Background: an optimization exercise with open tools, aiming at small area, a short achievable clock period and few clock cycles. Do not read the settings as production practice. The RTL was checked by simulation tests, not by an equivalence proof against the original design. No activity file was given, so power comes from the tool's default toggle rates.

== run 1 ==
==> flow/design.v <==
`timescale 1ns / 1ps
module process(
	input clk,
	input rst,
	input [23:0] in_pix,
	output reg [5:0] row, col,
	output reg out_we,
	output reg [23:0] out_pix,
	output reg mirror_done,
	output reg gray_done,
	output reg filter_done);
localparam PM = 2'd0, PG = 2'd1, PF = 2'd2;
reg [1:0]  phase, nphase;
reg [1:0]  sub, nsub;
reg [12:0] cnt, ncnt;
wire [6:0]  s = cnt[12:6];
wire [5:0]  i = cnt[5:0];
wire [12:0] cinc = cnt + 13'd1;
wire [12:0] wpos = cnt - 13'd66;
wire        last11 = (cnt[10:0] == 11'd2047);
reg [5:0] nrow, ncol;
reg nwe, nmd, ngd, nfd;
reg f_i0, f_s0, f_ra;
reg nf_i0, nf_s0, nf_ra;
reg f_byp, nf_byp;
always @(*) begin
	nphase = phase; nsub = sub; ncnt = cnt;
	nrow = row; ncol = col;
	nwe = 1'b0; nmd = 1'b0; ngd = 1'b0; nfd = 1'b0;
	nf_i0 = f_i0; nf_s0 = f_s0; nf_ra = f_ra; nf_byp = 1'b0;
	case (phase)
	PM: begin
		case (sub)
		2'd0: begin
			nsub = 2'd1; nrow = ~{1'b0, cnt[10:6]}; ncol = cnt[5:0]; nwe = 1'b1;
		end
		2'd1: begin
			nsub = 2'd2; nrow = {1'b0, cnt[10:6]}; ncol = cnt[5:0]; nwe = 1'b1;
			nmd = last11; ncnt = cinc;
		end
		default: begin
			nsub = 2'd0;
			if (cnt[11]) begin
				nphase = PG; ncnt = 13'd0; nrow = 6'd0; ncol = 6'd0;
			end else begin
				nrow = {1'b0, cnt[10:6]}; ncol = cnt[5:0];
			end
		end
		endcase
	end
	PG: begin
		nsub = sub + 2'd1;
		case (sub)
		2'd0: begin nrow = cnt[10:5]; ncol = {cnt[4:0], 1'b1}; end
		2'd1: begin ncol = {cnt[4:0], 1'b0}; nwe = 1'b1; end
		2'd2: begin ncol = {cnt[4:0], 1'b1}; nwe = 1'b1; ngd = last11; ncnt = cinc; end
		default: begin
			if (cnt[11]) begin
				nphase = PF; ncnt = 13'd0; nrow = 6'd0; ncol = 6'd0; nwe = 1'b1;
				nf_i0 = 1'b1; nf_s0 = 1'b1; nf_ra = 1'b1;
			end else begin
				nrow = cnt[10:5]; ncol = {cnt[4:0], 1'b0};
			end
		end
		endcase
	end
	default: begin
		case (sub)
		2'd0: begin
			nsub = 2'd1; ncnt = cinc; nf_byp = f_i0;
			nrow = wpos[11:6];
			ncol = wpos[6] ? wpos[5:0] : ~wpos[5:0];
			nwe = (cnt >= 13'd66) && (cnt <= 13'd4161);
			nfd = (cnt == 13'd4161);
		end
		2'd1: begin
			if (cnt == 13'd4162) begin
				nphase = PM; nsub = 2'd0; ncnt = 13'd0; nrow = 6'd0; ncol = 6'd0;
			end else if (i == 6'd2 && s != 7'd0 && s <= 7'd64) begin
				nsub = 2'd2;
				if (s == 7'd64) begin nrow = 6'd63; ncol = 6'd63; end
				else begin nrow = s[5:0]; ncol = {6{s[0]}}; end
			end else begin
				nsub = 2'd0;
				if (s <= 7'd63) begin
					nrow = s[5:0]; ncol = s[0] ? ~i : i; nwe = 1'b1;
				end else if (s == 7'd64 && i == 6'd0) begin
					nrow = 6'd63; ncol = 6'd63; nwe = 1'b1;
				end
				nf_i0 = (i == 6'd0); nf_s0 = (cnt <= 13'd64); nf_ra = ~cnt[12];
			end
		end
		default: begin
			nsub = 2'd0;
			nrow = s[5:0]; ncol = s[0] ? ~i : i;
			nwe = (s <= 7'd63);
			nf_i0 = 1'b0; nf_s0 = 1'b0; nf_ra = ~cnt[12];
		end
		endcase
	end
	endcase
end
always @(posedge clk) begin
	if (rst) begin
		phase <= PM; sub <= 2'd0; cnt <= 13'd0;
		f_i0 <= 1'b1; f_s0 <= 1'b1; f_ra <= 1'b1; f_byp <= 1'b0;
		row <= 6'd0; col <= 6'd0; out_we <= 1'b0;
		mirror_done <= 1'b0; gray_done <= 1'b0; filter_done <= 1'b0;
	end else begin
		phase <= nphase; sub <= nsub; cnt <= ncnt;
		f_i0 <= nf_i0; f_s0 <= nf_s0; f_ra <= nf_ra; f_byp <= nf_byp;
		row <= nrow; col <= ncol; out_we <= nwe;
		mirror_done <= nmd; gray_done <= ngd; filter_done <= nfd;
	end
end
reg [23:0] P;
reg [7:0]  G0, G1;
reg [8:0]  E;
reg signed [12:0] K, J;
reg mxr, mxg, mxb, mnr, mng, mnb;
wire [7:0] pr = P[23:16], pg = P[15:8], pb = P[7:0];
wire [7:0] pmax = ({8{mxr}} & pr) | ({8{mxg}} & pg) | ({8{mxb}} & pb);
wire [7:0] pmin = ({8{mnr}} & pr) | ({8{mng}} & pg) | ({8{mnb}} & pb);
wire [8:0] gsum = {1'b0, pmax} + {1'b0, pmin};
wire irg = in_pix[23:16] > in_pix[15:8];
wire irb = in_pix[23:16] > in_pix[7:0];
wire igb = in_pix[15:8] > in_pix[7:0];
wire signed [12:0] pT = P[22:10];
wire [9:0] pH = P[9:0];
wire first = f_i0;
wire signed [12:0] Dn = J - $signed({3'b0, out_pix[9:0]});
wire [7:0] Dcl = Dn[12] ? 8'd0 : (|Dn[11:8]) ? 8'd255 : Dn[7:0];
wire [9:0] Hs = {1'b0, E} + {2'b0, G0};
wire signed [12:0] Ts = K - $signed({5'b0, G0});
wire [9:0] Hn = first ? {1'b0, E} : Hs;
wire signed [12:0] Tn = first ? K : Ts;
wire fA = (phase == PF) && (sub == 2'd0);
wire fB = (phase == PF) && (sub == 2'd1);
always @(posedge clk) begin
	P <= f_byp ? {1'b0, Tn, Hn} : in_pix;
	mxr <= irg & irb;
	mxg <= ~(irg & irb) & igb;
	mxb <= ~(irg & irb) & ~igb;
	mnb <= irb & igb;
	mng <= ~(irb & igb) & irg;
	mnr <= ~(irb & igb) & ~irg;
	E <= {1'b0, G0} + {1'b0, G1};
	K <= fA ? K - $signed({3'b0, f_s0 ? 10'd0 : pH})
	        : $signed({2'b0, G0, 3'b000}) + $signed({5'b0, G0}) - $signed({5'b0, G1});
end
always @(posedge clk) begin
	case (phase)
	PM: out_pix <= in_pix;
	PG: out_pix <= {8'd0, gsum[8:1], 8'd0};
	default: begin
		case (sub)
		2'd0: begin
			out_pix <= {8'd0, Dcl, 8'd0};
			J <= pT;
			G1 <= first ? 8'd0 : G0;
			G0 <= f_ra ? in_pix[15:8] : 8'd0;
		end
		2'd1: out_pix <= {1'b0, Tn, Hn};
		default: ;
		endcase
	end
	endcase
end
endmodule
clock: 7.0 ns
lec_check: 0
cap_margin: 20
core_margin: 2
core_utilization: 45
place_density: 0.6
setup_slack_margin: 4.0
slew_margin: 20
standard.sh (not shown) runs the stock make flow with config.mk's settings and CLKGATE_MAP_FILE= SYNTH_SCRIPT=/design/flow/synth_recipe.tcl, a recipe that flattens the netlist after the stock synthesis.
==> flow/flow/run.sh <==
#!/bin/bash
# The standard layout (the standard.sh, standard synthesis unchanged),
# except that the port buffers are sky130_fd_sc_hd__buf_2 cells.
# make's full output goes to make.log in the work folder; ORFS keeps each
# step's own log under orfs/logs.
set -euo pipefail
bash standard.sh "BUFFER_PORTS_ARGS=-buffer_cell sky130_fd_sc_hd__buf_2" finish > make.log 2>&1
Testbench counts of run 1, summed over its fixed seeds: cycles 363,584.
What run 2 does differently from run 1 at the input level:
# run 1
export LEC_CHECK = 0
export CAP_MARGIN = 20
export CORE_MARGIN = 2
export CORE_UTILIZATION = 45
export PLACE_DENSITY = 0.6
export SETUP_SLACK_MARGIN = 4.0
export SLEW_MARGIN = 20
create_clock -name core_clock -period 7.0 [get_ports {clk}]
# run 2
export LEC_CHECK = 0
export CAP_MARGIN = 20
export CORE_MARGIN = 2
export CORE_UTILIZATION = 45
export PLACE_DENSITY = 0.6
export SETUP_SLACK_MARGIN = 4.1
export SLEW_MARGIN = 20
create_clock -name core_clock -period 7.0 [get_ports {clk}]
==> run notes <==
Per the comparison of run 2 with run 1, sequential share of layout area down 0.33 points; final worst slack up 0.013 ns; weighted congestion at the end of routability-driven global placement flat.
Looking at the reports, run 2 completed the entire flow and the layout it produced met the timing, DRC and antenna checks.
Relative to run 2, the following input files were edited for run 3:
# run 2
export LEC_CHECK = 0
export CAP_MARGIN = 20
export CORE_MARGIN = 2
export CORE_UTILIZATION = 45
export PLACE_DENSITY = 0.6
export SETUP_SLACK_MARGIN = 4.1
export SLEW_MARGIN = 20
create_clock -name core_clock -period 7.0 [get_ports {clk}]
# run 3
export LEC_CHECK = 0
export CAP_MARGIN = 20
export CORE_MARGIN = 2
export CORE_UTILIZATION = 45
export PLACE_DENSITY = 0.6
export SETUP_SLACK_MARGIN = 4.1
export SLEW_MARGIN = 20
export TNS_END_PERCENT = 5
create_clock -name core_clock -period 7.0 [get_ports {clk}]
The final layout from run 3, which completed every stage, passed the timing, DRC and antenna checks at the end of the flow. As far as clock share of power is concerned, run 3 and run 2 perform about the same. Part of the total power dissipated in combinational logic: higher on run 2. Looking only at detailed route wirelength on metal3, and setting everything else aside, the lower value of run 3 and run 2 goes to run 3. Re part of the power in registers: run 3 is 0.2 points up on run 2. When run 3 is measured against run 2, its growth of design area from synthesis to finish turns out 0.38 points lower. Run 3 and run 2 ended up with roughly the same final wirelength. Number of violations reported at the end of detailed-routing iteration 0 delta for run 3 relative to run 2: about 2% lower. ~same floorplan row count in run 3 and run 2. Status: detailed-route wire length per cell parity (run 3, run 2). Comparing run 3 against run 2, there is no change at all in number of buffers between clock root and the deepest sink.
#### Input delta (run 4 over run 3)
# run 3
export LEC_CHECK = 0
export CAP_MARGIN = 20
export CORE_MARGIN = 2
export CORE_UTILIZATION = 45
export PLACE_DENSITY = 0.6
export SETUP_SLACK_MARGIN = 4.1
export SLEW_MARGIN = 20
export TNS_END_PERCENT = 5
create_clock -name core_clock -period 7.0 [get_ports {clk}]
# run 4
export LEC_CHECK = 0
export CAP_MARGIN = 20
export CORE_MARGIN = 2
export CORE_UTILIZATION = 45
export CTS_CLUSTER_DIAMETER = 150
export CTS_CLUSTER_SIZE = 36
export PLACE_DENSITY = 0.6
export SETUP_SLACK_MARGIN = 4.1
export SLEW_MARGIN = 20
create_clock -name core_clock -period 7.0 [get_ports {clk}]
--- outcome ---
Diff run 4..run 3 | multiplexer share of the synthesized area | unchanged
The setup slack of run 4 is larger than that of run 3.
Taking run 3 as the reference, in run 4 shortest clock period the worst path allows after layout now smaller; worst voltage drop across the vdd grid grew by 0.56%.
Summary: design area, run 4 worse than run 3
As far as wire length reported by the detailed router is concerned, run 4 and run 3 perform about the same.
Changes in run 5 relative to run 4:
# run 4
export LEC_CHECK = 0
export CAP_MARGIN = 20
export CORE_MARGIN = 2
export CORE_UTILIZATION = 45
export CTS_CLUSTER_DIAMETER = 150
export CTS_CLUSTER_SIZE = 36
export PLACE_DENSITY = 0.6
export SETUP_SLACK_MARGIN = 4.1
export SLEW_MARGIN = 20
create_clock -name core_clock -period 7.0 [get_ports {clk}]
# run 5
export LEC_CHECK = 0
export CAP_MARGIN = 20
export CORE_MARGIN = 2
export CORE_UTILIZATION = 50
export PLACE_DENSITY = 0.75
export SETUP_SLACK_MARGIN = 4.1
export SLEW_MARGIN = 20
create_clock -name core_clock -period 7.0 [get_ports {clk}]
Results
Buffer count from post-CTS setup fixing came out higher on run 5 than on run 4. The setup slack of run 5 is smaller than that of run 4. Taking run 4 as the reference, in run 5 largest stage delay on the critical path now larger; share of total power in combinational logic now smaller; wire length now smaller.
Relative to run 5, the following input files were edited for run 6:
# run 5
export LEC_CHECK = 0
export CAP_MARGIN = 20
export CORE_MARGIN = 2
export CORE_UTILIZATION = 50
export PLACE_DENSITY = 0.75
export SETUP_SLACK_MARGIN = 4.1
export SLEW_MARGIN = 20
create_clock -name core_clock -period 7.0 [get_ports {clk}]
# run 6
export LEC_CHECK = 0
export CAP_MARGIN = 20
export CORE_MARGIN = 2
export CORE_UTILIZATION = 45
export PLACE_DENSITY = 0.6
export SETUP_SLACK_MARGIN = 4.1
export SLEW_MARGIN = 20
create_clock -name core_clock -period 7.0 [get_ports {clk}]
==> flow/run.sh (new file) <==
#!/bin/bash
# synth_recipe.tcl (not shown) runs the flow's synth.tcl, then flattens the netlist and writes it again
# the make line also repeats each setting of config.mk as NAME=value (left out here)
make -C /OpenROAD-flow-scripts/flow DESIGN_CONFIG=/design/flow/config.mk WORK_HOME=/design/flow/orfs CLKGATE_MAP_FILE= SYNTH_SCRIPT=/design/flow/synth_recipe.tcl finish
removed: flow/flow/run.sh
removed: flow/standard.sh
Findings:
The final layout from run 6, which completed every stage, passed the timing, DRC and antenna checks at the end of the flow.
Taking run 6 over run 5, the number of fillers in the final layout ratio works out to 1.18.
Run 6 -> run 5: number of instances on the worst hold path delta 0, exact match
In the flow results for run 5 and run 6, the total power of the final layout is smaller on run 6.

## separate check: timing with driven ports
The flow's constraints put no driver on any port. The routed layouts listed below were extracted and timed again, unchanged, in two steps.
Step 1 assumes that a clkbuf_16 drives the clock port and a buf_2 every other input.
Step 2, shift: input delay + t, output delay - t, t = (earliest + latest rising clock arrival at the registers) / 2. This alone moves slack from input paths to output paths.
Three values: ideal ports, drivers, drivers and shift; two values: the first two.
run | t, ns | setup slack, ns | hold slack, ns | slew at the worst register clock pin (ns)
run 1 | 0.474 | 4.123 / 4.123 / 3.871 | 0.484 / 0.484 / 0.484 | 0.07 / 0.07
run 2 | 0.472 | 4.136 / 4.136 / 3.874 | 0.490 / 0.490 / 0.490 | 0.07 / 0.07
run 3 | 0.471 | 4.121 / 4.121 / 3.879 | 0.486 / 0.486 / 0.486 | 0.07 / 0.07
run 4 | 0.472 | 4.136 / 4.136 / 3.874 | 0.490 / 0.490 / 0.490 | 0.07 / 0.07
run 5 | 0.473 | 4.065 / 4.065 / 3.833 | 0.481 / 0.481 / 0.481 | 0.06 / 0.06
run 6 | 0.476 | 4.057 / 4.057 / 3.718 | 0.472 / 0.472 / 0.472 | 0.07 / 0.07
After both steps setup and hold are still met in every run listed. For run 6, which loses most, drivers alone change the setup slack by 0.000 ns; drivers and shift together by -0.339 ns.
